From an optimization exercise on the open Yosys and OpenROAD flow, aimed at small area; shortcuts taken in it are not production practice. Function was checked by simulation only, so behaviour that the tests miss may differ from the original. No activity file was given, so power comes from the tool's default toggle rates.

## flow/design.v (module list and top-level ports; edited modules follow where they fit)
// module vlt_IQ: 2164 lines
// module vlt_ROB: 2164 lines
// module vlt_LQ: 232 lines
// module vlt_SQ: 162 lines
// module vlt_InstBuff: 2164 lines
// module addshift8x10: 19 lines
// module counter10: 12 lines
// module spu: 44 lines
// module vlt: 204 lines
module vlt (
    input clock
  , input reset
  , input important
  , input [8:0] opcode
  , input [9:0] start_ts
  , input [9:0] end_ts
  , input [11:0] prev_vbits
  , output [3:0] iq_shift1
  , output [3:0] iq_shift2
  , output iq_shift1_v
  , output iq_shift2_v
  , output [17:0] iq_vbits
  , output [3:0] rob_shift1
  , output [3:0] rob_shift2
  , output rob_shift1_v
  , output rob_shift2_v
  , output [17:0] rob_vbits
  , output [3:0] lq_shift1
  , output [3:0] lq_shift2
  , output lq_shift1_v
  , output lq_shift2_v
  , output [17:0] lq_vbits
  , output [3:0] sq_shift1
  , output [3:0] sq_shift2
  , output sq_shift1_v
  , output sq_shift2_v
  , output [17:0] sq_vbits
  , output [3:0] instbuff_shift1
  , output [3:0] instbuff_shift2
  , output instbuff_shift1_v
  , output instbuff_shift2_v
  , output [17:0] instbuff_vbits
  , input [11:0] total_qvbits0
  , input [11:0] total_qvbits1
  , input [11:0] total_qvbits2
  , input [11:0] total_qvbits3
  , input [9:0] rf_vbits_adj
  , input rf_vbits_adj_mode
  , input [11:0] total_sq_vbits
  , input [31:0] rf_live_vector
  , input [31:0] rf_kill_vector
  , output [19:0] total_svf
  , output [9:0] counter_iq
  , output [9:0] counter_rob
  , output [9:0] counter_lq
  , output [9:0] counter_sq
  , output [9:0] counter_instbuff
  );
  // ...
==> flow/run.sh <==
#!/bin/bash
# synth_recipe.tcl (not shown) runs the flow's synth.tcl, then flattens the netlist and writes it again
# the make line also repeats each setting of config.mk as NAME=value (left out here)
make -C /OpenROAD-flow-scripts/flow DESIGN_CONFIG=/design/flow/config.mk WORK_HOME=/design/flow/orfs CLKGATE_MAP_FILE= SYNTH_SCRIPT=/design/flow/synth_recipe.tcl finish
==> flow/config.mk <==
export PLATFORM = sky130hd
export DESIGN_NAME = vlt
export DESIGN_NICKNAME = vlt
export VERILOG_FILES = /design/flow/design.v
export SDC_FILE = /design/flow/constraint.sdc
export NUM_CORES = 4
export LEC_CHECK = 0
export CAP_MARGIN = 20
export CORE_MARGIN = 2
export CORE_UTILIZATION = 40
export PLACE_DENSITY = 0.6
export SLEW_MARGIN = 20
==> flow/constraint.sdc <==
create_clock -name core_clock -period 9.0 [get_ports {clock}]
set_input_delay 1.8000 -clock core_clock [delete_from_list [all_inputs] [get_ports {clock}]]
set_output_delay 1.8000 -clock core_clock [all_outputs]
set_load 0.01 [all_outputs]
==> Implementation_results.wiki, run 1 <==
{| class="wikitable"
! Metric !! Value
|-
| Final core occ || between 50% and 60%
|-
| Power density normalized to cell area || about 310 mW/mm2
|-
| Count of endpoints failing hold in the final timing report || 0
|-
| Run status || finished clean
|-
| Class of the most critical setup path || flip-flop to flip-flop
|-
| Most prevalent standard cell on the critical path || sky130_fd_sc_hd__fa_1
|-
| Via count of the first global-routing pass || about 19000
|-
| Register ranked first by flip-flop count || u_spu.reg_live_vector
|-
| M1 wire length || 30.0 mm
|-
| TritonCTS clock tree || yes
|-
| Die Outline Area || slightly above 0.05 mm2
|-
| Global-route wire length before repair || about 110 mm
|-
| Vertical die dimension || 227 um
|-
| Worst path top cell family by delay || adder cells
|-
| Number of endpoints failing setup at the final stage || 0
|-
| Most frequent standard cell in the layout excluding fill and tap cells || sky130_fd_sc_hd__clkdlybuf4s50_1
|-
| Met2 WL || 34.6 mm
|-
| Net switching component of the power || between 3 and 4 mW
|-
| # placed instances || roughly 3600
|-
| Main power-consuming group || combinational cells
|-
| Number of sinks driven by the clock tree || ~190
|-
| Capture point of the worst path || u_spu.total_svf_o[19]
|-
| R2R depth || 27
|-
| Die width || 227 um
|-
| Mux cell area share after synthesis || 2.71%
|-
| Layout-stage area growth over the synthesis result || 29.4%
|-
| CP startpoint || u_spu.reg_live_vector[0]
|-
| Core region area || 0.0490 mm2
|-
| CLK BUF || 17
|-
| Power dissipated in combinational cells || slightly below 6 mW
|-
| Reported leakage power || approximately 12 nW
|-
| Synthesized-area fraction occupied by and/or/nand/nor cells || 20.3%
|-
| Met2 Usage GRT || about 48%
|-
| Hold Crit Endpoint || u_ctr_iq.counter[0]
|-
| Regs by FF count || u_spu.reg_live_vector x32, u_spu.total_svf_o x20
|-
| Met3 wirelength from detailed routing || between 5 and 6 mm
|-
| Cell with the most instances after synthesis || sky130_fd_sc_hd__inv_1
|-
| Post-route design area || ~0.026 mm2
|-
| Non-clock buffer area fraction after layout || about a fifth
|-
| Buffer cell driving the clock tree root || sky130_fd_sc_hd__clkbuf_16
|-
| Number of design rule violations left after detail routing || 0
|}
==> module vlt, before the edit <==
module vlt (
    input clock
  , input reset
  , input important
  , input [8:0] opcode
  , input [9:0] start_ts
  , input [9:0] end_ts
  , input [11:0] prev_vbits
  , output [3:0] iq_shift1
  , output [3:0] iq_shift2
  , output iq_shift1_v
  , output iq_shift2_v
  , output [17:0] iq_vbits
  , output [3:0] rob_shift1
  , output [3:0] rob_shift2
  , output rob_shift1_v
  , output rob_shift2_v
  , output [17:0] rob_vbits
  , output [3:0] lq_shift1
  , output [3:0] lq_shift2
  , output lq_shift1_v
  , output lq_shift2_v
  , output [17:0] lq_vbits
  , output [3:0] sq_shift1
  , output [3:0] sq_shift2
  , output sq_shift1_v
  , output sq_shift2_v
  , output [17:0] sq_vbits
  , output [3:0] instbuff_shift1
  , output [3:0] instbuff_shift2
  , output instbuff_shift1_v
  , output instbuff_shift2_v
  , output [17:0] instbuff_vbits
  , input [11:0] total_qvbits0
  , input [11:0] total_qvbits1
  , input [11:0] total_qvbits2
  , input [11:0] total_qvbits3
  , input [9:0] rf_vbits_adj
  , input rf_vbits_adj_mode
  , input [11:0] total_sq_vbits
  , input [31:0] rf_live_vector
  , input [31:0] rf_kill_vector
  , output [19:0] total_svf
  , output [9:0] counter_iq
  , output [9:0] counter_rob
  , output [9:0] counter_lq
  , output [9:0] counter_sq
  , output [9:0] counter_instbuff
  );
wire [9:0] iq_duration;
vlt_IQ u_vlt_iq (
  .important_i  (important),
  .opcode_i     (opcode),
  .start_ts_i   (start_ts),
  .end_ts_i     (end_ts),
  .shift1_o     (iq_shift1),
  .shift2_o     (iq_shift2),
  .shift1_v_o   (iq_shift1_v),
  .shift2_v_o   (iq_shift2_v),
  .duration_o   (iq_duration)
);
addshift8x10 u_mul_iq (
    .clk        (clock),
    .reset      (reset),
    .in12_i     (prev_vbits),
    .in10_i     (iq_duration),
    .shift1_i   (iq_shift1),
    .shift1_v_i (iq_shift1_v),
    .shift2_i   (iq_shift2),
    .shift2_v_i (iq_shift2_v),
    .mul_o      (iq_vbits)
);
counter10 u_ctr_iq (
  .clk    (clock),
  .reset  (reset),
  .counter(counter_iq)
);
wire [9:0] rob_duration;
vlt_ROB u_vlt_rob (
  .important_i  (important),
  .opcode_i     (opcode),
  .start_ts_i   (start_ts),
  .end_ts_i     (end_ts),
  .shift1_o     (rob_shift1),
  .shift2_o     (rob_shift2),
  .shift1_v_o   (rob_shift1_v),
  .shift2_v_o   (rob_shift2_v),
  .duration_o   (rob_duration)
);
addshift8x10 u_mul_rob (
    .clk        (clock),
    .reset      (reset),
    .in12_i     (prev_vbits),
    .in10_i     (rob_duration),
    .shift1_i   (rob_shift1),
    .shift1_v_i (rob_shift1_v),
    .shift2_i   (rob_shift2),
    .shift2_v_i (rob_shift2_v),
    .mul_o      (rob_vbits)
);
counter10 u_ctr_rob (
  .clk    (clock),
  .reset  (reset),
  .counter(counter_rob)
);
wire [9:0] lq_duration;
vlt_LQ u_vlt_lq (
  .important_i  (important),
  .opcode_i     (opcode),
  .start_ts_i   (start_ts),
  .end_ts_i     (end_ts),
  .shift1_o     (lq_shift1),
  .shift2_o     (lq_shift2),
  .shift1_v_o   (lq_shift1_v),
  .shift2_v_o   (lq_shift2_v),
  .duration_o   (lq_duration)
);
addshift8x10 u_mul_lq (
    .clk        (clock),
    .reset      (reset),
    .in12_i     (prev_vbits),
    .in10_i     (lq_duration),
    .shift1_i   (lq_shift1),
    .shift1_v_i (lq_shift1_v),
    .shift2_i   (lq_shift2),
    .shift2_v_i (lq_shift2_v),
    .mul_o      (lq_vbits)
);
counter10 u_ctr_lq (
  .clk    (clock),
  .reset  (reset),
  .counter(counter_lq)
);
wire [9:0] sq_duration;
vlt_SQ u_vlt_sq (
  .important_i  (important),
  .opcode_i     (opcode),
  .start_ts_i   (start_ts),
  .end_ts_i     (end_ts),
  .shift1_o     (sq_shift1),
  .shift2_o     (sq_shift2),
  .shift1_v_o   (sq_shift1_v),
  .shift2_v_o   (sq_shift2_v),
  .duration_o   (sq_duration)
);
addshift8x10 u_mul_sq (
    .clk        (clock),
    .reset      (reset),
    .in12_i     (prev_vbits),
    .in10_i     (sq_duration),
    .shift1_i   (sq_shift1),
    .shift1_v_i (sq_shift1_v),
    .shift2_i   (sq_shift2),
    .shift2_v_i (sq_shift2_v),
    .mul_o      (sq_vbits)
);
counter10 u_ctr_sq (
  .clk    (clock),
  .reset  (reset),
  .counter(counter_sq)
);
wire [9:0] instbuff_duration;
vlt_InstBuff u_vlt_instbuff (
  .important_i  (important),
  .opcode_i     (opcode),
  .start_ts_i   (start_ts),
  .end_ts_i     (end_ts),
  .shift1_o     (instbuff_shift1),
  .shift2_o     (instbuff_shift2),
  .shift1_v_o   (instbuff_shift1_v),
  .shift2_v_o   (instbuff_shift2_v),
  .duration_o   (instbuff_duration)
);
addshift8x10 u_mul_instbuff (
    .clk        (clock),
    .reset      (reset),
    .in12_i     (12'b0),
    .in10_i     (instbuff_duration),
    .shift1_i   (instbuff_shift1),
    .shift1_v_i (instbuff_shift1_v),
    .shift2_i   (instbuff_shift2),
    .shift2_v_i (instbuff_shift2_v),
    .mul_o      (instbuff_vbits)
);
counter10 u_ctr_instbuff (
  .clk    (clock),
  .reset  (reset),
  .counter(counter_instbuff)
);
spu u_spu (
    .clk                   (clock),
    .reset                 (reset),
    .total_qvbits0_i       (total_qvbits0),
    .total_qvbits1_i       (total_qvbits1),
    .total_qvbits2_i       (total_qvbits2),
    .total_qvbits3_i       (total_qvbits3),
    .rf_vbits_adj_i        (rf_vbits_adj),
    .rf_vbits_adj_mode_i   (rf_vbits_adj_mode),
    .total_sq_vbits_i      (total_sq_vbits),
    .rf_live_vector_i      (rf_live_vector),
    .rf_kill_vector_i      (rf_kill_vector),
    .total_svf_o           (total_svf)
);
endmodule
==> run 2, diff against run 1 <==
==> flow/design.v (replaced) <==
module vlt_tab ( 
    x0, x1, x2, x3, x4, x5, x6, x7, x8, x9,
    f0, f1, f2, f3, f4, f5, f6, f7, f8, f9, f10, f11, f12, f13, f14, f15,
    f16, f17, f18, f19, f20, f21, f22, f23, f24, c_iq0, c_iq1, c_iq2,
    c_iq3, c_rob0, c_rob1, c_rob2, c_lq0, c_lq1, c_sq0, c_sq1, c_sq2,
    c_instbuff0, c_instbuff1, c_instbuff2, c_instbuff3  );
  input  x0, x1, x2, x3, x4, x5, x6, x7, x8, x9;
  output f0, f1, f2, f3, f4, f5, f6, f7, f8, f9, f10, f11, f12, f13, f14, f15,
    f16, f17, f18, f19, f20, f21, f22, f23, f24, c_iq0, c_iq1, c_iq2,
    c_iq3, c_rob0, c_rob1, c_rob2, c_lq0, c_lq1, c_sq0, c_sq1, c_sq2,
    c_instbuff0, c_instbuff1, c_instbuff2, c_instbuff3;
  wire new_n52, new_n53, new_n54, new_n55, new_n56, new_n57, new_n58,
    new_n59, new_n60, new_n61, new_n62, new_n63, new_n64, new_n65, new_n66,
    new_n67, new_n68, new_n69, new_n70, new_n71, new_n72, new_n73, new_n74,
    new_n75, new_n76, new_n77, new_n78, new_n79, new_n80, new_n81, new_n82,
    new_n83, new_n84, new_n85, new_n86, new_n87, new_n88, new_n89, new_n90,
    new_n91, new_n92, new_n93, new_n94, new_n95, new_n96, new_n97, new_n98,
    new_n99, new_n100, new_n101, new_n102, new_n103, new_n104, new_n105,
    new_n106, new_n107, new_n108, new_n109, new_n110, new_n111, new_n112,
    new_n113, new_n114, new_n115, new_n116, new_n117, new_n118, new_n119,
    new_n120, new_n122, new_n123, new_n125, new_n126, new_n127, new_n128,
    new_n129, new_n130, new_n132, new_n133, new_n134, new_n135, new_n136,
    new_n137, new_n138, new_n139, new_n140, new_n141, new_n142, new_n143,
    new_n144, new_n145, new_n146, new_n147, new_n148, new_n149, new_n150,
    new_n151, new_n152, new_n153, new_n154, new_n155, new_n156, new_n157,
    new_n158, new_n159, new_n160, new_n161, new_n162, new_n163, new_n164,
    new_n165, new_n166, new_n167, new_n168, new_n169, new_n170, new_n171,
    new_n172, new_n173, new_n174, new_n175, new_n176, new_n177, new_n178,
    new_n179, new_n180, new_n181, new_n182, new_n183, new_n184, new_n185,
    new_n186, new_n187, new_n188, new_n189, new_n190, new_n191, new_n192,
    new_n194, new_n195, new_n196, new_n197, new_n198, new_n199, new_n200,
    new_n201, new_n202, new_n203, new_n204, new_n205, new_n206, new_n207,
    new_n208, new_n209, new_n210, new_n211, new_n212, new_n214, new_n215,
    new_n216, new_n217, new_n218, new_n220, new_n221, new_n222, new_n223,
    new_n224, new_n226, new_n227, new_n228, new_n232, new_n233, new_n234,
    new_n235, new_n236, new_n237, new_n238, new_n239, new_n240, new_n241,
    new_n242, new_n243, new_n244, new_n245, new_n246, new_n247, new_n248,
    new_n249, new_n250, new_n251, new_n252, new_n253, new_n254, new_n255,
    new_n256, new_n257, new_n259, new_n261, new_n262, new_n263, new_n264,
    new_n265, new_n266, new_n267, new_n268, new_n269, new_n270, new_n271,
    new_n272, new_n273, new_n274, new_n275, new_n276, new_n277, new_n278,
    new_n279, new_n280, new_n281, new_n282, new_n284, new_n285, new_n286,
    new_n287, new_n288, new_n289, new_n290, new_n292, new_n294, new_n296,
    new_n297, new_n298, new_n299, new_n300, new_n306, new_n309, new_n310,
    new_n311, new_n312, new_n313, new_n314, new_n316, new_n317, new_n318,
    new_n319, new_n320, new_n322, new_n323, new_n324, new_n326, new_n327,
    new_n330, new_n331, new_n332, new_n333, new_n335, new_n336, new_n337,
    new_n338, new_n343, new_n345, new_n346, new_n347, new_n349, new_n351,
    new_n352, new_n353, new_n354;
  assign new_n52 = ~x3 & ~x4;
  assign new_n53 = ~x1 & new_n52;
  assign new_n54 = ~x7 & x9;
  assign new_n55 = ~x8 & new_n54;
  assign new_n56 = ~x8 & ~x9;
  assign new_n57 = ~x5 & ~new_n56;
  assign new_n58 = ~new_n55 & ~new_n57;
  assign new_n59 = x6 & ~new_n58;
  assign new_n60 = x7 & ~x8;
  assign new_n61 = ~x5 & new_n60;
  assign new_n62 = ~x6 & ~x7;
  assign new_n63 = x5 & new_n62;
  assign new_n64 = ~new_n61 & ~new_n63;
  assign new_n65 = ~new_n59 & new_n64;
  assign new_n66 = new_n53 & ~new_n65;
  assign new_n67 = ~x1 & ~x2;
  assign new_n68 = ~x3 & new_n67;
  assign new_n69 = x4 & ~x9;
  assign new_n70 = ~x7 & new_n69;
  assign new_n71 = new_n59 & new_n70;
  assign new_n72 = ~x5 & x9;
  assign new_n73 = new_n62 & new_n72;
  assign new_n74 = x7 & x8;
  assign new_n75 = x5 & ~x6;
  assign new_n76 = new_n74 & new_n75;
  assign new_n77 = x5 & x6;
  assign new_n78 = ~x8 & new_n77;
  assign new_n79 = ~new_n76 & ~new_n78;
  assign new_n80 = ~x4 & ~new_n79;
  assign new_n81 = x8 & x9;
  assign new_n82 = ~new_n60 & ~new_n81;
  assign new_n83 = new_n80 & new_n82;
  assign new_n84 = ~new_n73 & ~new_n83;
  assign new_n85 = ~new_n71 & new_n84;
  assign new_n86 = new_n68 & ~new_n85;
  assign new_n87 = new_n52 & new_n67;
  assign new_n88 = ~new_n77 & new_n87;
  assign new_n89 = ~new_n86 & ~new_n88;
  assign new_n90 = x5 & ~x8;
  assign new_n91 = x3 & new_n67;
  assign new_n92 = new_n90 & new_n91;
  assign new_n93 = x7 & new_n92;
  assign new_n94 = ~x6 & new_n93;
  assign new_n95 = x3 & x4;
  assign new_n96 = ~x2 & new_n95;
  assign new_n97 = ~x1 & new_n96;
  assign new_n98 = ~new_n94 & new_n97;
  assign new_n99 = new_n89 & ~new_n98;
  assign new_n100 = x6 & x7;
  assign new_n101 = ~new_n62 & ~new_n100;
  assign new_n102 = new_n81 & new_n101;
  assign new_n103 = x7 & ~x9;
  assign new_n104 = ~x8 & ~new_n103;
  assign new_n105 = ~new_n101 & new_n104;
  assign new_n106 = ~new_n102 & ~new_n105;
  assign new_n107 = new_n92 & ~new_n106;
  assign new_n108 = x6 & new_n61;
  assign new_n109 = ~x4 & ~new_n108;
  assign new_n110 = x5 & ~new_n62;
  assign new_n111 = x4 & ~new_n110;
  assign new_n112 = new_n91 & ~new_n111;
  assign new_n113 = ~new_n109 & new_n112;
  assign new_n114 = ~new_n107 & ~new_n113;
  assign new_n115 = new_n99 & ~new_n114;
  assign new_n116 = ~x4 & x6;
  assign new_n117 = x2 & ~x5;
  assign new_n118 = new_n53 & new_n117;
  assign new_n119 = ~new_n116 & new_n118;
  assign new_n120 = x7 & new_n119;
  assign c_rob2 = new_n115 | new_n120;
  assign new_n122 = ~x5 & new_n62;
  assign new_n123 = new_n53 & new_n122;
  assign f8 = ~new_n99 | new_n123;
  assign new_n125 = new_n67 & ~f8;
  assign new_n126 = ~c_rob2 & new_n125;
  assign new_n127 = ~new_n66 & ~new_n126;
  assign new_n128 = ~x0 & ~new_n127;
  assign new_n129 = ~x9 & new_n80;
  assign new_n130 = new_n67 & new_n129;
  assign f20 = x0 & f8;
  assign new_n132 = ~x6 & ~new_n56;
  assign new_n133 = new_n113 & ~new_n132;
  assign new_n134 = ~new_n119 & ~new_n133;
  assign new_n135 = f20 & ~new_n134;
  assign new_n136 = ~new_n130 & ~new_n135;
  assign new_n137 = ~x0 & new_n67;
  assign new_n138 = x4 & ~new_n56;
  assign new_n139 = new_n67 & ~new_n81;
  assign new_n140 = new_n138 & new_n139;
  assign new_n141 = new_n60 & ~new_n75;
  assign new_n142 = new_n140 & new_n141;
  assign new_n143 = ~new_n137 & ~new_n142;
  assign new_n144 = new_n97 & ~new_n110;
  assign new_n145 = ~new_n88 & ~new_n144;
  assign new_n146 = ~new_n129 & ~new_n145;
  assign new_n147 = new_n107 & new_n116;
  assign new_n148 = ~new_n146 & ~new_n147;
  assign new_n149 = x3 & new_n148;
  assign new_n150 = ~new_n143 & ~new_n149;
  assign new_n151 = x2 & x5;
  assign new_n152 = new_n66 & new_n151;
  assign new_n153 = ~new_n56 & new_n152;
  assign new_n154 = ~x3 & ~new_n69;
  assign new_n155 = new_n67 & ~new_n95;
  assign new_n156 = new_n101 & new_n155;
  assign new_n157 = ~new_n154 & new_n156;
  assign new_n158 = new_n63 & new_n140;
  assign new_n159 = x0 & new_n91;
  assign new_n160 = ~new_n110 & ~new_n122;
  assign new_n161 = new_n159 & new_n160;
  assign new_n162 = ~new_n158 & ~new_n161;
  assign new_n163 = ~new_n157 & new_n162;
  assign new_n164 = ~new_n153 & new_n163;
  assign new_n165 = ~new_n150 & new_n164;
  assign new_n166 = new_n136 & new_n165;
  assign new_n167 = ~new_n128 & new_n166;
  assign new_n168 = ~x6 & ~new_n81;
  assign new_n169 = ~x5 & ~new_n168;
  assign new_n170 = x4 & ~new_n75;
  assign new_n171 = new_n56 & ~new_n170;
  assign new_n172 = ~new_n169 & ~new_n171;
  assign new_n173 = x3 & x5;
  assign new_n174 = ~new_n116 & ~new_n173;
  assign new_n175 = new_n155 & new_n174;
  assign new_n176 = ~new_n172 & new_n175;
  assign new_n177 = ~new_n52 & new_n176;
  assign new_n178 = ~x5 & x7;
  assign new_n179 = ~new_n56 & ~new_n178;
  assign new_n180 = new_n60 & new_n179;
  assign new_n181 = ~new_n122 & ~new_n180;
  assign new_n182 = x0 & new_n97;
  assign new_n183 = ~new_n181 & new_n182;
  assign new_n184 = ~new_n177 & ~new_n183;
  assign new_n185 = new_n167 & new_n184;
  assign new_n186 = ~x6 & ~new_n90;
  assign new_n187 = ~new_n110 & ~new_n186;
  assign new_n188 = ~new_n74 & ~new_n82;
  assign new_n189 = ~new_n56 & ~new_n72;
  assign new_n190 = ~new_n188 & ~new_n189;
  assign new_n191 = new_n187 & new_n190;
  assign new_n192 = new_n96 & new_n191;
  assign f0 = ~new_n185 | new_n192;
  assign new_n194 = x0 & ~new_n166;
  assign new_n195 = ~new_n113 & ~new_n194;
  assign new_n196 = new_n74 & new_n77;
  assign new_n197 = ~new_n111 & ~new_n196;
  assign new_n198 = new_n91 & ~new_n197;
  assign new_n199 = x2 & x6;
  assign new_n200 = ~new_n167 & new_n199;
  assign new_n201 = new_n136 & new_n184;
  assign new_n202 = ~new_n93 & ~new_n142;
  assign new_n203 = ~new_n157 & new_n202;
  assign new_n204 = ~new_n192 & new_n203;
  assign new_n205 = ~new_n97 & ~new_n204;
  assign new_n206 = new_n201 & ~new_n205;
  assign new_n207 = ~new_n200 & new_n206;
  assign new_n208 = ~f8 & ~new_n207;
  assign new_n209 = ~new_n198 & ~new_n208;
  assign new_n210 = x0 & ~new_n209;
  assign new_n211 = x0 & ~x5;
  assign new_n212 = ~new_n201 & new_n211;
  assign f5 = new_n210 | new_n212;
  assign new_n214 = ~new_n195 & ~f5;
  assign new_n215 = x6 & new_n118;
  assign new_n216 = x1 & new_n192;
  assign new_n217 = ~new_n152 & ~new_n216;
  assign new_n218 = ~new_n126 & new_n217;
  assign f7 = new_n215 | ~new_n218;
  assign new_n220 = new_n103 & ~new_n132;
  assign new_n221 = ~new_n54 & ~new_n60;
  assign new_n222 = ~new_n122 & new_n221;
  assign new_n223 = ~new_n90 & ~new_n222;
  assign new_n224 = ~new_n220 & ~new_n223;
  assign f11 = new_n88 & ~new_n224;
  assign new_n226 = ~new_n106 & new_n144;
  assign new_n227 = ~new_n191 & new_n226;
  assign new_n228 = ~f11 & ~new_n227;
  assign f9 = new_n86 | ~new_n228;
  assign c_rob0 = f7 | f9;
  assign f15 = new_n68 & ~c_rob0;
  assign new_n232 = ~x7 & new_n115;
  assign new_n233 = new_n74 & new_n116;
  assign new_n234 = new_n159 & new_n233;
  assign new_n235 = ~new_n123 & ~f11;
  assign new_n236 = ~x4 & new_n198;
  assign new_n237 = ~new_n227 & ~new_n236;
  assign new_n238 = new_n235 & new_n237;
  assign new_n239 = ~x0 & ~new_n238;
  assign new_n240 = x4 & new_n239;
  assign new_n241 = ~new_n234 & ~new_n240;
  assign new_n242 = ~new_n232 & new_n241;
  assign new_n243 = ~new_n176 & new_n235;
  assign new_n244 = ~new_n205 & new_n243;
  assign new_n245 = ~x0 & ~new_n244;
  assign new_n246 = ~new_n183 & ~new_n245;
  assign new_n247 = new_n115 & new_n246;
  assign new_n248 = ~new_n115 & ~new_n246;
  assign new_n249 = x2 & ~new_n221;
  assign new_n250 = new_n53 & ~new_n55;
  assign new_n251 = ~new_n249 & new_n250;
  assign new_n252 = new_n187 & new_n251;
  assign new_n253 = ~new_n120 & ~new_n252;
  assign new_n254 = ~new_n248 & new_n253;
  assign new_n255 = ~new_n247 & new_n254;
  assign new_n256 = new_n242 & new_n255;
  assign new_n257 = ~f15 & new_n256;
  assign f3 = new_n214 | ~new_n257;
  assign new_n259 = x0 & f11;
  assign f10 = f3 & new_n259;
  assign new_n261 = x7 & ~new_n172;
  assign new_n262 = ~new_n187 & ~new_n261;
  assign new_n263 = new_n251 & ~new_n262;
  assign new_n264 = x6 & ~new_n151;
  assign new_n265 = ~x6 & new_n151;
  assign new_n266 = ~new_n264 & ~new_n265;
  assign new_n267 = new_n66 & new_n266;
  assign new_n268 = ~new_n263 & ~new_n267;
  assign new_n269 = new_n66 & ~new_n268;
  assign new_n270 = new_n67 & ~new_n146;
  assign new_n271 = ~new_n118 & ~new_n270;
  assign new_n272 = ~new_n269 & ~new_n271;
  assign new_n273 = ~new_n253 & new_n272;
  assign new_n274 = new_n161 & ~new_n205;
  assign new_n275 = ~new_n273 & ~new_n274;
  assign new_n276 = ~new_n214 & new_n275;
  assign new_n277 = ~f10 & new_n276;
  assign new_n278 = ~new_n107 & ~new_n234;
  assign new_n279 = new_n277 & new_n278;
  assign new_n280 = ~new_n97 & new_n268;
  assign new_n281 = ~f3 & new_n280;
  assign new_n282 = ~x0 & ~new_n281;
  assign c_iq0 = ~new_n279 | new_n282;
  assign new_n284 = ~f0 & new_n272;
  assign new_n285 = ~c_iq0 & new_n284;
  assign new_n286 = ~new_n54 & new_n269;
  assign new_n287 = new_n148 & ~new_n286;
  assign new_n288 = x0 & ~new_n287;
  assign new_n289 = ~new_n285 & ~new_n288;
  assign new_n290 = ~f0 & new_n210;
  assign f1 = ~new_n289 | new_n290;
  assign new_n292 = ~new_n118 & new_n218;
  assign f2 = new_n67 | ~new_n292;
  assign new_n294 = ~new_n232 & ~new_n239;
  assign f4 = ~new_n277 | ~new_n294;
  assign new_n296 = new_n89 & ~f0;
  assign new_n297 = ~c_iq0 & ~new_n296;
  assign new_n298 = ~f3 & ~new_n297;
  assign new_n299 = ~new_n285 & ~new_n298;
  assign new_n300 = x0 & ~new_n279;
  assign f6 = new_n299 | new_n300;
  assign f13 = new_n60 & new_n119;
  assign f12 = f11 | f13;
  assign f18 = x0 & f15;
  assign f14 = new_n179 & f18;
  assign new_n306 = x0 & new_n189;
  assign f16 = f15 & ~new_n306;
  assign f17 = ~x0 & f15;
  assign new_n309 = ~x0 & new_n237;
  assign new_n310 = ~new_n99 & ~new_n183;
  assign new_n311 = f1 & new_n310;
  assign new_n312 = ~f20 & f0;
  assign new_n313 = new_n127 & ~new_n312;
  assign new_n314 = ~new_n311 & new_n313;
  assign f19 = ~new_n309 & ~new_n314;
  assign new_n316 = ~c_rob0 & new_n299;
  assign new_n317 = new_n67 & new_n237;
  assign new_n318 = ~new_n316 & new_n317;
  assign new_n319 = ~new_n152 & ~new_n318;
  assign new_n320 = ~x0 & ~new_n319;
  assign f21 = ~new_n207 | new_n320;
  assign new_n322 = f2 & new_n309;
  assign new_n323 = ~new_n94 & ~new_n273;
  assign new_n324 = ~new_n322 & new_n323;
  assign f22 = new_n208 | ~new_n324;
  assign new_n326 = f20 & ~new_n311;
  assign new_n327 = ~new_n289 & ~new_n292;
  assign f23 = new_n326 | new_n327;
  assign f24 = f2 & ~new_n311;
  assign new_n330 = f2 & ~f6;
  assign new_n331 = ~new_n288 & ~new_n309;
  assign new_n332 = f0 & new_n331;
  assign new_n333 = ~f11 & ~new_n332;
  assign c_iq1 = new_n330 | ~new_n333;
  assign new_n335 = f0 & ~f3;
  assign new_n336 = f5 & new_n335;
  assign new_n337 = ~f5 & ~new_n284;
  assign new_n338 = ~new_n335 & new_n337;
  assign c_iq2 = ~new_n336 & ~new_n338;
  assign c_iq3 = new_n236 | new_n288;
  assign c_lq1 = f10 | f13;
  assign c_sq1 = ~new_n103 & f18;
  assign new_n343 = new_n103 & new_n185;
  assign c_sq2 = f15 & new_n343;
  assign new_n345 = ~x0 & f21;
  assign new_n346 = ~new_n201 & new_n326;
  assign new_n347 = new_n289 & ~new_n346;
  assign c_instbuff0 = new_n345 | ~new_n347;
  assign new_n349 = x0 & ~new_n296;
  assign c_instbuff1 = ~new_n237 | new_n349;
  assign new_n351 = ~new_n137 & ~f7;
  assign new_n352 = ~f21 & ~new_n351;
  assign new_n353 = new_n134 & new_n242;
  assign new_n354 = ~new_n346 & new_n353;
  assign c_instbuff2 = new_n352 | ~new_n354;
  assign c_instbuff3 = new_n76 & new_n182;
  assign c_rob1 = f8;
  assign c_lq0 = f11;
  assign c_sq0 = f16;
endmodule
module vlt (
    input clock
  , input reset
  , input important
  , input [8:0] opcode
  , input [9:0] start_ts
  , input [9:0] end_ts
  , input [11:0] prev_vbits
  , output [3:0] iq_shift1
  , output [3:0] iq_shift2
  , output iq_shift1_v
  , output iq_shift2_v
  , output [17:0] iq_vbits
  , output [3:0] rob_shift1
  , output [3:0] rob_shift2
  , output rob_shift1_v
  , output rob_shift2_v
  , output [17:0] rob_vbits
  , output [3:0] lq_shift1
  , output [3:0] lq_shift2
  , output lq_shift1_v
  , output lq_shift2_v
  , output [17:0] lq_vbits
  , output [3:0] sq_shift1
  , output [3:0] sq_shift2
  , output sq_shift1_v
  , output sq_shift2_v
  , output [17:0] sq_vbits
  , output [3:0] instbuff_shift1
  , output [3:0] instbuff_shift2
  , output instbuff_shift1_v
  , output instbuff_shift2_v
  , output [17:0] instbuff_vbits
  , input [11:0] total_qvbits0
  , input [11:0] total_qvbits1
  , input [11:0] total_qvbits2
  , input [11:0] total_qvbits3
  , input [9:0] rf_vbits_adj
  , input rf_vbits_adj_mode
  , input [11:0] total_sq_vbits
  , input [31:0] rf_live_vector
  , input [31:0] rf_kill_vector
  , output [19:0] total_svf
  , output [9:0] counter_iq
  , output [9:0] counter_rob
  , output [9:0] counter_lq
  , output [9:0] counter_sq
  , output [9:0] counter_instbuff
  );
wire [40:0] t;
vlt_tab u_tab (.x0(important), .x1(opcode[8]), .x2(opcode[7]), .x3(opcode[6]), .x4(opcode[5]), .x5(opcode[4]), .x6(opcode[3]), .x7(opcode[2]), .x8(opcode[1]), .x9(opcode[0]), .f0(t[0]), .f1(t[1]), .f2(t[2]), .f3(t[3]), .f4(t[4]), .f5(t[5]), .f6(t[6]), .f7(t[7]), .f8(t[8]), .f9(t[9]), .f10(t[10]), .f11(t[11]), .f12(t[12]), .f13(t[13]), .f14(t[14]), .f15(t[15]), .f16(t[16]), .f17(t[17]), .f18(t[18]), .f19(t[19]), .f20(t[20]), .f21(t[21]), .f22(t[22]), .f23(t[23]), .f24(t[24]), .c_iq0(t[25]), .c_iq1(t[26]), .c_iq2(t[27]), .c_iq3(t[28]), .c_rob0(t[29]), .c_rob1(t[30]), .c_rob2(t[31]), .c_lq0(t[32]), .c_lq1(t[33]), .c_sq0(t[34]), .c_sq1(t[35]), .c_sq2(t[36]), .c_instbuff0(t[37]), .c_instbuff1(t[38]), .c_instbuff2(t[39]), .c_instbuff3(t[40]));
assign iq_shift1 = {1'b0, t[2], t[1], t[0]};
assign iq_shift2 = {1'b0, t[5], t[4], t[3]};
assign iq_shift1_v = t[2];
assign iq_shift2_v = t[6];
assign rob_shift1 = {1'b0, t[2], t[8], t[7]};
assign rob_shift2 = {1'b0, t[8], 1'b0, t[9]};
assign rob_shift1_v = t[2];
assign rob_shift2_v = t[8];
assign lq_shift1 = {1'b0, t[12], t[11], t[10]};
assign lq_shift2 = {1'b0, t[11], t[13], t[11]};
assign lq_shift1_v = t[12];
assign lq_shift2_v = t[12];
assign sq_shift1 = {1'b0, t[15], t[15], t[14]};
assign sq_shift2 = {1'b0, t[18], t[17], t[16]};
assign sq_shift1_v = t[15];
assign sq_shift2_v = t[15];
assign instbuff_shift1 = {1'b0, t[2], t[20], t[19]};
assign instbuff_shift2 = {1'b0, t[23], t[22], t[21]};
assign instbuff_shift1_v = t[2];
assign instbuff_shift2_v = t[24];
wire [3:0] iq_c = t[28:25];
reg [3:0] iq_cr;
wire [2:0] rob_c = t[31:29];
reg [2:0] rob_cr;
wire [1:0] lq_c = t[33:32];
reg [1:0] lq_cr;
wire [2:0] sq_c = t[36:34];
reg [2:0] sq_cr;
wire [3:0] instbuff_c = t[40:37];
reg [3:0] instbuff_cr;
reg [9:0] dur_r; reg [11:0] prev_r; reg [9:0] cnt;
always @(posedge clock) begin
  if (reset) begin
    dur_r <= 10'd0; prev_r <= 12'd0; cnt <= 10'd0;
    iq_cr <= 4'd0;
    rob_cr <= 3'd0;
    lq_cr <= 2'd0;
    sq_cr <= 3'd0;
    instbuff_cr <= 4'd0;
  end else begin
    dur_r <= end_ts - start_ts; prev_r <= prev_vbits; cnt <= cnt + 10'd1;
    iq_cr <= iq_c;
    rob_cr <= rob_c;
    lq_cr <= lq_c;
    sq_cr <= sq_c;
    instbuff_cr <= instbuff_c;
  end
end
assign counter_iq = cnt;
assign counter_rob = cnt;
assign counter_lq = cnt;
assign counter_sq = cnt;
assign counter_instbuff = cnt;
wire iq_a16 = (iq_cr == 4'd5) | (iq_cr == 4'd7);
wire iq_a32 = (iq_cr == 4'd1) | (iq_cr == 4'd2) | (iq_cr == 4'd3) | (iq_cr == 4'd4) | (iq_cr == 4'd6) | (iq_cr == 4'd14);
wire iq_a64 = (iq_cr == 4'd8) | (iq_cr == 4'd10) | (iq_cr == 4'd11) | (iq_cr == 4'd13);
wire iq_a128 = (iq_cr == 4'd9) | (iq_cr == 4'd12);
wire iq_b1 = (iq_cr == 4'd4) | (iq_cr == 4'd10);
wire iq_b2 = (iq_cr == 4'd1) | (iq_cr == 4'd8);
wire iq_b4 = (iq_cr == 4'd14);
wire iq_b8 = (iq_cr == 4'd3) | (iq_cr == 4'd5) | (iq_cr == 4'd11);
wire iq_b16 = (iq_cr == 4'd2) | (iq_cr == 4'd7);
wire iq_b32 = (iq_cr == 4'd6) | (iq_cr == 4'd12) | (iq_cr == 4'd13);
wire iq_b64 = (iq_cr == 4'd9);
wire [17:0] iq_ta = ({18{iq_a16}} & ({8'd0, dur_r} << 4)) | ({18{iq_a32}} & ({8'd0, dur_r} << 5)) | ({18{iq_a64}} & ({8'd0, dur_r} << 6)) | ({18{iq_a128}} & ({8'd0, dur_r} << 7));
wire [17:0] iq_tb = ({18{iq_b1}} & ({8'd0, dur_r} << 0)) | ({18{iq_b2}} & ({8'd0, dur_r} << 1)) | ({18{iq_b4}} & ({8'd0, dur_r} << 2)) | ({18{iq_b8}} & ({8'd0, dur_r} << 3)) | ({18{iq_b16}} & ({8'd0, dur_r} << 4)) | ({18{iq_b32}} & ({8'd0, dur_r} << 5)) | ({18{iq_b64}} & ({8'd0, dur_r} << 6));
assign iq_vbits = iq_ta + iq_tb + {6'd0, prev_r};
wire rob_a16 = (rob_cr == 3'd1) | (rob_cr == 3'd4);
wire rob_a64 = (rob_cr == 3'd2) | (rob_cr == 3'd3);
wire rob_b16 = (rob_cr == 3'd1) | (rob_cr == 3'd2);
wire rob_b32 = (rob_cr == 3'd3);
wire [17:0] rob_ta = ({18{rob_a16}} & ({8'd0, dur_r} << 4)) | ({18{rob_a64}} & ({8'd0, dur_r} << 6));
wire [17:0] rob_tb = ({18{rob_b16}} & ({8'd0, dur_r} << 4)) | ({18{rob_b32}} & ({8'd0, dur_r} << 5));
assign rob_vbits = rob_ta + rob_tb + {6'd0, prev_r};
wire lq_a16 = (lq_cr == 2'd2);
wire lq_a64 = (lq_cr == 2'd1);
wire lq_a128 = (lq_cr == 2'd3);
wire lq_b4 = (lq_cr == 2'd2);
wire lq_b32 = (lq_cr == 2'd1) | (lq_cr == 2'd3);
wire [17:0] lq_ta = ({18{lq_a16}} & ({8'd0, dur_r} << 4)) | ({18{lq_a64}} & ({8'd0, dur_r} << 6)) | ({18{lq_a128}} & ({8'd0, dur_r} << 7));
wire [17:0] lq_tb = ({18{lq_b4}} & ({8'd0, dur_r} << 2)) | ({18{lq_b32}} & ({8'd0, dur_r} << 5));
assign lq_vbits = lq_ta + lq_tb + {6'd0, prev_r};
wire sq_a64 = (sq_cr == 3'd1) | (sq_cr == 3'd3) | (sq_cr == 3'd4);
wire sq_a128 = (sq_cr == 3'd2);
wire sq_b8 = (sq_cr == 3'd1);
wire sq_b16 = (sq_cr == 3'd2) | (sq_cr == 3'd4);
wire sq_b32 = (sq_cr == 3'd3);
wire [17:0] sq_ta = ({18{sq_a64}} & ({8'd0, dur_r} << 6)) | ({18{sq_a128}} & ({8'd0, dur_r} << 7));
wire [17:0] sq_tb = ({18{sq_b8}} & ({8'd0, dur_r} << 3)) | ({18{sq_b16}} & ({8'd0, dur_r} << 4)) | ({18{sq_b32}} & ({8'd0, dur_r} << 5));
assign sq_vbits = sq_ta + sq_tb + {6'd0, prev_r};
wire instbuff_a16 = (instbuff_cr == 4'd1) | (instbuff_cr == 4'd4);
wire instbuff_a32 = (instbuff_cr == 4'd2) | (instbuff_cr == 4'd5) | (instbuff_cr == 4'd6);
wire instbuff_a64 = (instbuff_cr == 4'd3) | (instbuff_cr == 4'd7) | (instbuff_cr == 4'd8);
wire instbuff_b1 = (instbuff_cr == 4'd6);
wire instbuff_b4 = (instbuff_cr == 4'd4);
wire instbuff_b8 = (instbuff_cr == 4'd1) | (instbuff_cr == 4'd2);
wire instbuff_b16 = (instbuff_cr == 4'd5) | (instbuff_cr == 4'd8);
wire instbuff_b32 = (instbuff_cr == 4'd7);
wire instbuff_b64 = (instbuff_cr == 4'd3);
wire [17:0] instbuff_ta = ({18{instbuff_a16}} & ({8'd0, dur_r} << 4)) | ({18{instbuff_a32}} & ({8'd0, dur_r} << 5)) | ({18{instbuff_a64}} & ({8'd0, dur_r} << 6));
wire [17:0] instbuff_tb = ({18{instbuff_b1}} & ({8'd0, dur_r} << 0)) | ({18{instbuff_b4}} & ({8'd0, dur_r} << 2)) | ({18{instbuff_b8}} & ({8'd0, dur_r} << 3)) | ({18{instbuff_b16}} & ({8'd0, dur_r} << 4)) | ({18{instbuff_b32}} & ({8'd0, dur_r} << 5)) | ({18{instbuff_b64}} & ({8'd0, dur_r} << 6));
assign instbuff_vbits = instbuff_ta + instbuff_tb;
reg [31:0] live; reg [19:0] svf;
wire [1:0] p1 [0:15]; wire [2:0] p2 [0:7]; wire [3:0] p3 [0:3]; wire [4:0] p4 [0:1]; wire [5:0] pop;
genvar gi;
generate for (gi=0; gi<16; gi=gi+1) begin : g1 assign p1[gi] = live[2*gi] + live[2*gi+1]; end endgenerate
generate for (gi=0; gi<8; gi=gi+1) begin : g2 assign p2[gi] = p1[2*gi] + p1[2*gi+1]; end endgenerate
generate for (gi=0; gi<4; gi=gi+1) begin : g3 assign p3[gi] = p2[2*gi] + p2[2*gi+1]; end endgenerate
generate for (gi=0; gi<2; gi=gi+1) begin : g4 assign p4[gi] = p3[2*gi] + p3[2*gi+1]; end endgenerate
assign pop = p4[0] + p4[1];
always @(posedge clock) begin
  if (reset) begin live <= 32'd0; svf <= 20'd0; end
  else begin
    live <= (live & ~rf_kill_vector) | rf_live_vector;
    svf <= svf + total_qvbits0 + total_qvbits1 + total_qvbits2 + total_qvbits3 + total_sq_vbits + {pop, 6'd0} + (rf_vbits_adj_mode ? {10'd0, rf_vbits_adj} : -{10'd0, rf_vbits_adj});
  end
end
assign total_svf = svf;
endmodule
--- a/flow/config.mk
+++ b/flow/config.mk
@@ -5,6 +5,7 @@
 export SDC_FILE = /design/flow/constraint.sdc
 export NUM_CORES = 4
 export LEC_CHECK = 0
+export ABC_AREA = 1
 export CAP_MARGIN = 20
 export CORE_MARGIN = 2
 export CORE_UTILIZATION = 40
==> Implementation_results.wiki, run 2 <==
{| class="wikitable"
! Metric !! Value
|-
| I/O pin cnt || 389 (unchanged)
|-
| Number of post-CTS setup repair buffers || 0 (unchanged)
|-
| Cell depth of the worst min-delay path || 2 (was 1)
|-
| Count of vias placed by the detailed router || 13700 (was 19300)
|-
| Vias per cell || 5.11 (was 5.34)
|-
| Number of endpoints failing setup at the final stage || 0 (unchanged)
|-
| Power density normalized to cell area || 316 mW/mm2 (was 306 mW/mm2)
|-
| Standard-cell rows || 69 (was 81)
|-
| FF+latch count, synth || 100 (was 192)
|-
| Arrival time reported for the critical path endpoint || 8.42 ns (was 8.79 ns)
|-
| Commonest cells in the synthesized netlist || sky130_fd_sc_hd__inv_1, sky130_fd_sc_hd__nor2_1, sky130_fd_sc_hd__nand2_1, sky130_fd_sc_hd__ha_1, sky130_fd_sc_hd__a21oi_1 (was sky130_fd_sc_hd__inv_1, sky130_fd_sc_hd__nor2_1, sky130_fd_sc_hd__dfxtp_1, sky130_fd_sc_hd__ha_1, sky130_fd_sc_hd__a21oi_1)
|-
| Overall Power || 5.74 mW (was 7.86 mW)
|-
| Regs by FF count || live x32, svf x20, prev_r x12 (was u_spu.reg_live_vector x32, u_spu.total_svf_o x20)
|-
| Commonest cells after routing, fill and taps aside || sky130_fd_sc_hd__inv_1, sky130_fd_sc_hd__clkdlybuf4s50_1, sky130_fd_sc_hd__nor2_1, sky130_fd_sc_hd__nand2_1, sky130_fd_sc_hd__ha_1 (was sky130_fd_sc_hd__clkdlybuf4s50_1, sky130_fd_sc_hd__inv_1, sky130_fd_sc_hd__nor2_1, sky130_fd_sc_hd__dfxtp_1, sky130_fd_sc_hd__ha_1)
|-
| R2R depth || 42 (was 27)
|-
| Clock buffer count from CTS || 9 (was 17)
|-
| TritonCTS clock tree || yes (unchanged)
|-
| Residual overflow from global routing || 0 (unchanged)
|-
| Post-cts gate resize count || 0 (unchanged)
|-
| Clock-pin slew on the worst setup and hold paths || 0.08 ns (was 0.09 ns)
|-
| Run status || finished clean (unchanged)
|-
| Starting density of the core || 40.5% (was 40.6%)
|-
| Total Negative Setup Slacks || 0 ns (unchanged)
|-
| Slack of the worst reg-to-reg path || 0.83 ns (was 0.54 ns)
|-
| Die width || 193 um (was 227 um)
|-
| Max-capacitance violation count || 0 (unchanged)
|-
| Cells taking the most area after synthesis || sky130_fd_sc_hd__fa_1, sky130_fd_sc_hd__dfxtp_1, sky130_fd_sc_hd__ha_1 (was sky130_fd_sc_hd__dfxtp_1, sky130_fd_sc_hd__fa_1, sky130_fd_sc_hd__ha_1)
|-
| Shortest period the worst path allows || 8.17 ns (was 8.46 ns)
|-
| Buffer cell driving the clock tree root || sky130_fd_sc_hd__clkbuf_16 (unchanged)
|-
| Detail Route Antenna Nets || 0 (unchanged)
|-
| Global routing usage summed across all routing layers || 25.0% (was 28.1%)
|-
| Peak per-stage delay on the critical path || 0.54 ns (was 0.59 ns)
|-
| Number of nets in the layout || 2679 (was 3425)
|-
| Post-synthesis cell count || 1955 (was 2482)
|-
| Number of distinct standard cells referenced by the synthesized netlist || 56 (was 94)
|-
| Number of sinks driven by the clock tree || 100 (was 192)
|-
| 1st-pass router iterations || 6 (unchanged)
|-
| Required @ worst endpoint || 9.25 ns (was 9.33 ns)
|-
| Layout Skew || 0.0132 ns (was 0.0118 ns)
|-
| Core region area || 0.0354 mm2 (was 0.0490 mm2)
|-
| Number of design rule violations left after detail routing || 0 (unchanged)
|-
| HP Class || flip-flop to flip-flop (unchanged)
|-
| Max transition margin || 36.4% (was 23.5%)
|-
| Source-to-sink clock delay at the later pin of the worst-skew pair || 0.36 ns (was 0.48 ns)
|-
| Worst supply voltage drop on vdd || 0.713 mV (was 0.720 mV)
|-
| Synthesized area || 0.0143 mm2 (was 0.0199 mm2)
|-
| Class of the most critical setup path || flip-flop to flip-flop (unchanged)
|-
| ANT cells || 0 (unchanged)
|-
| Bufs on Longest Clock Path || 2 (unchanged)
|-
| Post-synth top area share || 17.4% (was 19.4%)
|-
| CP startpoint kind || flip-flop (unchanged)
|-
| Count of endpoints failing hold in the final timing report || 0 (unchanged)
|-
| Global-route wire length before repair || 75.2 mm (was 110 mm)
|-
| Final Max Tran Viols || 0 (unchanged)
|-
| Setup repair after global routing missed its margin || no (unchanged)
|-
| Synth warn || 1 (was 8)
|-
| EDFF count, synth || 0 (unchanged)
|-
| H-Tree Depth || 3 (was 4)
|-
| Most frequent standard cell in the layout excluding fill and tap cells || sky130_fd_sc_hd__inv_1 (was sky130_fd_sc_hd__clkdlybuf4s50_1)
|-
| 1st-iter DRT viols || 842 (was 1333)
|-
| Vertical die dimension || 193 um (was 227 um)
|-
| HPWL after detailed placement || 39.1 mm (was 59.3 mm)
|-
| Via count of the first global-routing pass || 14200 (was 19400)
|-
| Async S/R FF share, synth || 0% (unchanged)
|-
| Die Outline Area || 0.0374 mm2 (was 0.0514 mm2)
|-
| Total wire length || 46.9 mm (was 72.5 mm)
|-
| Highest clock frequency the design can meet || 122 MHz (was 118 MHz)
|-
| Number of flip-flops in the largest register || 32 (unchanged)
|-
| Cell at the slowest stage of the critical path || sky130_fd_sc_hd__fa_1 (unchanged)
|-
| Placer's final routability congestion estimate || 0.938 (was 0.975)
|-
| Final cycle utilization of the critical path || 90.8% (was 94.0%)
|-
| Layout-stage area growth over the synthesis result || 26.7% (was 29.4%)
|-
| Worst setup EP type || flip-flop (unchanged)
|-
| Count of fill cells added during filler insertion || 3527 (was 4759)
|-
| Routed WL per cell || 17.5 um (was 20.1 um)
|-
| Worst hold slack across all endpoints || 0.523 ns (was 0.466 ns)
|-
| Initial antenna violation count || 1 (was 0)
|-
| Slew of the pin with the lowest slew margin || 0.953 ns (was 1.13 ns)
|-
| Main synth FF type || sky130_fd_sc_hd__dfxtp_1 (unchanged)
|-
| Reported leakage power || 8.91 nW (was 11.9 nW)
|-
| Share of cells above drive strength 1 || 3.29% (was 7.57%)
|-
| Pin count of the biggest net entering global routing || 60 (was 128)
|-
| Number of buffers inserted by port buffering || 375 (was 377)
|-
| Cell with the most instances after synthesis || sky130_fd_sc_hd__inv_1 (unchanged)
|-
| Sequential cell area fraction in the yosys report || 14.0% (was 19.4%)
|-
| Cell accounting for the most synthesized area || sky130_fd_sc_hd__fa_1 (was sky130_fd_sc_hd__dfxtp_1)
|-
| Post-synthesis average cell area || 7.34 um2 (was 8.00 um2)
|-
| Worst-path fanout max || 5 (was 4)
|-
| CTS hold repair buffers || 0 (unchanged)
|-
| Register ranked first by flip-flop count || live (was u_spu.reg_live_vector)
|}
[run 2: power breakdown]
part / switching (mW) / internal [mW]
Sequential: 0.0751 / 0.542
Combinational: 2.78 / 1.93
Clock: 0.193 / 0.219
Total: 3.05 / 2.69
[run 2: kinds of logic after synthesis]
family | synth area share [%]
other cells | 0.0261
compound gates | 17.1
fa+ha+maj | 31.2
simple gates | 15.8
buf+inv | 17.3
xor+xnor | 4.64
flops | 14.0
[run 2: worst max-delay path, delay by kind of cell, from the launching register on]
| family | cells | cell delay [ns] |
|---|---|---|
| xor+xnor | 1 | 0.16 |
| compound gates | 6 | 0.79 |
| flops | 1 | 0.34 |
| fa+ha+maj | 12 | 5.27 |
| simple gates | 13 | 0.98 |
| buf+inv | 10 | 0.52 |
[run 2: path summary, 6_finish.rpt]
| path | start | endpoint |
|---|---|---|
| max | live[17] | svf[19] |
| min | live[31] | live[31] |
| max reg2reg | live[17] | svf[19] |
| min reg2reg | live[31] | live[31] |
[run 2: metrics by stage]
step | setup WS, ns | std cells | area (um2) | util [%]
CTS | 0.869 | 2683 | 18200 | 51.3
global route | 0.209 | 2683 | 18200 | 51.3
finish | 0.830 | 2683 | 18200 | 51.3
floorplan | 1.33 | 1967 | 14400 | -
global placement | 1.01 | 2667 | 17900 | 50.5
detailed placement | 0.870 | 2667 | 17900 | 50.5
[run 2: final cells by class]
class	count	area, um2	area share (%)
clock buffers	10	229	1.26
clock inverters	6	72.6	0.399
inverters	415	1560	8.59
multi-input cells	1306	9910	54.5
flip-flops and latches	100	2000	11.0
well taps	461	577	3.17
repair buffers	385	3820	21.0
[run 2: routing by layer]
| metal | GRT usage, % | vias to the layer above | wire length (um) | part of all wire, % |
|---|---|---|---|---|
| li1 | - | 6722 | - | - |
| met1 | 30.5 | 6385 | 19600 | 42 |
| met2 | 45.2 | 542 | 23200 | 49 |
| met3 | 4.20 | 66 | 3030 | 6.5 |
| met4 | 6.90 | 0 | 1110 | 2.4 |
| met5 | 0 | - | 0 | 0 |

port drivers added, routing unchanged:
In the flow no input, the clock included, has a driving cell. The finished layouts below were timed again as built, in two steps. Step 1 sets driving cells, clkbuf_16 on the clock port and buf_2 on the other inputs (assumed; they add their load-dependent delay and slew). Step 2 also shifts input and output timing later by t, the mid clock arrival at the registers, as if the neighbouring blocks saw the same clock. Three values: ideal, step 1, step 2; two values: the first two.
run | t (ns) | setup WS [ns] | clock arrival spread, ns | slew at the worst register clock pin (ns) | pins driven straight from the clock port
run 1 | 0.536 | 0.542 / 0.542 / 0.140 | 0.013 / 0.013 | 0.09 / 0.09 | 1
run 2 | 0.407 | 0.830 / 0.830 / 0.830 | 0.013 / 0.014 | 0.08 / 0.08 | 1
After both steps setup and hold are still met in every run listed. For run 1, which loses most, drivers alone change the setup slack by 0.000 ns; drivers and shift together by -0.402 ns.
